What follows belongs to an exercise in optimizing a design on an open flow for small area and a short achievable clock period; a production flow would make more cautious choices.
Only simulation tests tie the RTL to the original design; equivalence was not proved.
Power and IR drop assume default switching activity.

== run A ==
// top_level
module top_level
#(parameter WIDTH = 8)
(
	input clk, rst, init, finish, ack,
	input [WIDTH-1:0]
		ori_0,
		ori_1,
		ori_2,
		ori_3,
		ori_4,
		ori_5,
		ori_6,
		ori_7,
		ori_8,
		ori_9,
		ori_10,
		ori_11,
		ori_12,
		ori_13,
		ori_14,
		ori_15,
		ori_16,
		ori_17,
		ori_18,
		ori_19,
		ori_20,
		ori_21,
		ori_22,
		ori_23,
		ori_24,
		ori_25,
		ori_26,
		ori_27,
		ori_28,
		ori_29,
		ori_30,
		ori_31,
		can_0,
		can_1,
		can_2,
		can_3,
		can_4,
		can_5,
		can_6,
		can_7,
		can_8,
		can_9,
		can_10,
		can_11,
		can_12,
		can_13,
		can_14,
		can_15,
		can_16,
		can_17,
		can_18,
		can_19,
		can_20,
		can_21,
		can_22,
		can_23,
		can_24,
		can_25,
		can_26,
		can_27,
		can_28,
		can_29,
		can_30,
		can_31,
	output done,
	output [WIDTH+4:0] out_sad
	);
Size in the first run: about 2400 cells after synthesis, roughly 260 flip-flops, about 530 I/O pins, roughly 24000 µm² of cells after synthesis.
clock: 5.8 ns
lec_check: 0
cap_margin: 20
core_margin: 2
core_utilization: 40
setup_slack_margin: 2.6
slew_margin: 20
synth_hierarchical: 1
synth_minimum_keep_size: 0
standard.sh (not shown) runs the stock make flow with config.mk's settings and CLKGATE_MAP_FILE= SYNTH_SCRIPT=/design/flow/synth_recipe.tcl, a recipe that flattens the netlist after the stock synthesis.
==> flow/flow/run.sh <==
#!/bin/bash
# The standard layout with two changes:
#  - the port buffers are buf_1 cells (buffer_ports otherwise picks the slow,
#    large clkdlybuf4s50_1); repair_design and repair_timing still resize them.
#  - synthesis maps the logic with abc_speed.script from this folder: the
#    standard script's delay mapping without its final buffering and sizing
#    passes, so the netlist starts small and the layout's repair_timing sizes
#    up only the paths that need it. Registers, flattening and renaming are
#    exactly as in the standard flow's synthesis (synth_recipe.tcl is used unchanged).
set -euo pipefail
export BUFFER_PORTS_ARGS="-buffer_cell sky130_fd_sc_hd__buf_1"
rm -rf scripts_abc
cp -r "$FLOW_HOME/scripts" scripts_abc
cp flow/abc_speed.script scripts_abc/abc_speed.script
export SCRIPTS_DIR="$PWD/scripts_abc"
bash standard.sh finish > standard.log 2>&1
==> flow/flow/abc_speed.script <==
strash
&get -n
&st
&dch
&nf -p -R 50
&put
Input changes introduced in run B (baseline for comparison: run A):
Settings: ABC_AREA now 1, previously not set; SETUP_SLACK_MARGIN now 3.1, was 2.6.
==> flow/flow/run.sh <==
#!/bin/bash
# The standard layout, except that the port buffers are buf_1 cells
# (buffer_ports otherwise picks the slow, large clkdlybuf4s50_1). repair_design
# and repair_timing still resize them as they do any buffer.
set -euo pipefail
export BUFFER_PORTS_ARGS="-buffer_cell sky130_fd_sc_hd__buf_1"
bash standard.sh finish > standard.log 2>&1
removed: flow/flow/abc_speed.script
[summary]
Run B ran to completion and came out clean on the timing, design-rule and antenna checks.
When run B is measured against run A, its total length of routed met2 wires turns out 18% higher.
Looking at most common cell after layout, fill and taps aside, the sky130_fd_sc_hd__buf_1 result is from run A; the sky130_fd_sc_hd__nand2_1 one comes from run B.
[compare] base=run A new=run B: power now larger, post-layout utilization of the core up 1.9 points.
Total power density per cell area of run B falls short of that of run A by more than 10%.
Hold slack: higher on run A
## Diff of input files: run C against run B
Settings: a change of SETUP_SLACK_MARGIN from 3.1 to 2.9; a change of CORE_UTILIZATION from 40 to 45; an added PLACE_DENSITY of 0.9.
==> comparison <==
Run C has power below what run B had. Run C vs. run B: internal power component went down by 0.0012 W. Run C vs run B — via total after detailed routing rose 932. Against run B, run C reports a met3 usage that is higher. In the reports for run B and run C, the smaller number of vias per cell after detailed routing belongs to run B.

* * *

Starting RTL as in the previous note.
==> flow/config.mk <==
export PLATFORM = sky130hd
export DESIGN_NAME = top_level
export DESIGN_NICKNAME = top_level
export VERILOG_FILES = /design/flow/design.v
export SDC_FILE = /design/flow/constraint.sdc
export NUM_CORES = 4
export LEC_CHECK = 0
export CAP_MARGIN = 20
export CORE_MARGIN = 2
export CORE_UTILIZATION = 40
export SETUP_SLACK_MARGIN = 2.3
export SLEW_MARGIN = 20
export SYNTH_HIERARCHICAL = 1
export SYNTH_MINIMUM_KEEP_SIZE = 0
==> flow/constraint.sdc <==
create_clock -name core_clock -period 5.8 [get_ports {clk}]
set_input_delay 1.1600 -clock core_clock [delete_from_list [all_inputs] [get_ports {clk}]]
set_output_delay 1.1600 -clock core_clock [all_outputs]
set_load 0.01 [all_outputs]
==> flow/flow/run.sh <==
#!/bin/bash
# The standard layout with two changes:
#  - the port buffers are buf_1 cells (buffer_ports otherwise picks the slow,
#    large clkdlybuf4s50_1); repair_design and repair_timing still resize them.
#  - synthesis maps the logic with abc_speed.script from this folder: the
#    standard script's delay mapping without its final buffering and sizing
#    passes, so the netlist starts small and the layout's repair_timing sizes
#    up only the paths that need it. Registers, flattening and renaming are
#    exactly as in the standard flow's synthesis (synth_recipe.tcl is used unchanged).
set -euo pipefail
export BUFFER_PORTS_ARGS="-buffer_cell sky130_fd_sc_hd__buf_1"
rm -rf scripts_abc
cp -r "$FLOW_HOME/scripts" scripts_abc
cp flow/abc_speed.script scripts_abc/abc_speed.script
export SCRIPTS_DIR="$PWD/scripts_abc"
bash standard.sh finish > standard.log 2>&1
==> flow/flow/abc_speed.script <==
strash
&get -n
&st
&dch
&nf
&put
The baseline produced a clean layout.
Rerun with:
==> flow/flow/abc_speed.script (replaced) <==
strash
&get -n
&st
&dch
&nf -p -R 20
&put
SETUP_SLACK_MARGIN = 2.6   (was 2.3)
=> The new run completed without violations. Critical path depth climbs by 1. Worst setup slack improved by 0.14 ns. Clock-buffer cell count climbs by 2. Worst hold slack improved by 0.023 ns. Via count climbs by 0.86%. Wire length climbs by 3.5%. Power climbs by 0.50%. Flip-flop and latch count is unchanged. Die area barely changes. Sequential power barely changes. Cell count climbs by 0.70%.

[re-timing with driven ports]
The flow's constraints put no driver on any port. The routed layouts listed below were extracted and timed again, unchanged, in two steps.
Step 1, drivers: a clkbuf_16 drives clk and a buf_2 each remaining input, both assumed.
Step 2 moves the port delays by t, midway between the first and last clock arrival at a register: inputs arrive t later, outputs are due t later. That takes back most of the time a late clock gives input paths.
Slacks: no drivers / after step 1 / after step 2; pairs: no drivers / after step 1.
run | shift t [ns] | slack for setup (ns) | pins driven straight from the clock port
run A | 0.603 | 2.669 / 2.699 / 2.096 | 1
run B | 0.625 | 2.784 / 2.784 / 2.560 | 1
run C | 0.622 | 2.819 / 2.819 / 2.395 | 1
the first run of note 2 | 0.601 | 2.523 / 2.535 / 1.949 | 1
the second run of note 2 | 0.589 | 2.659 / 2.680 / 2.091 | 1
After both steps setup and hold are still met in every run listed. The setup slack of the first run of note 2, which loses most, moves by +0.012 ns with the drivers and by -0.574 ns with both steps.
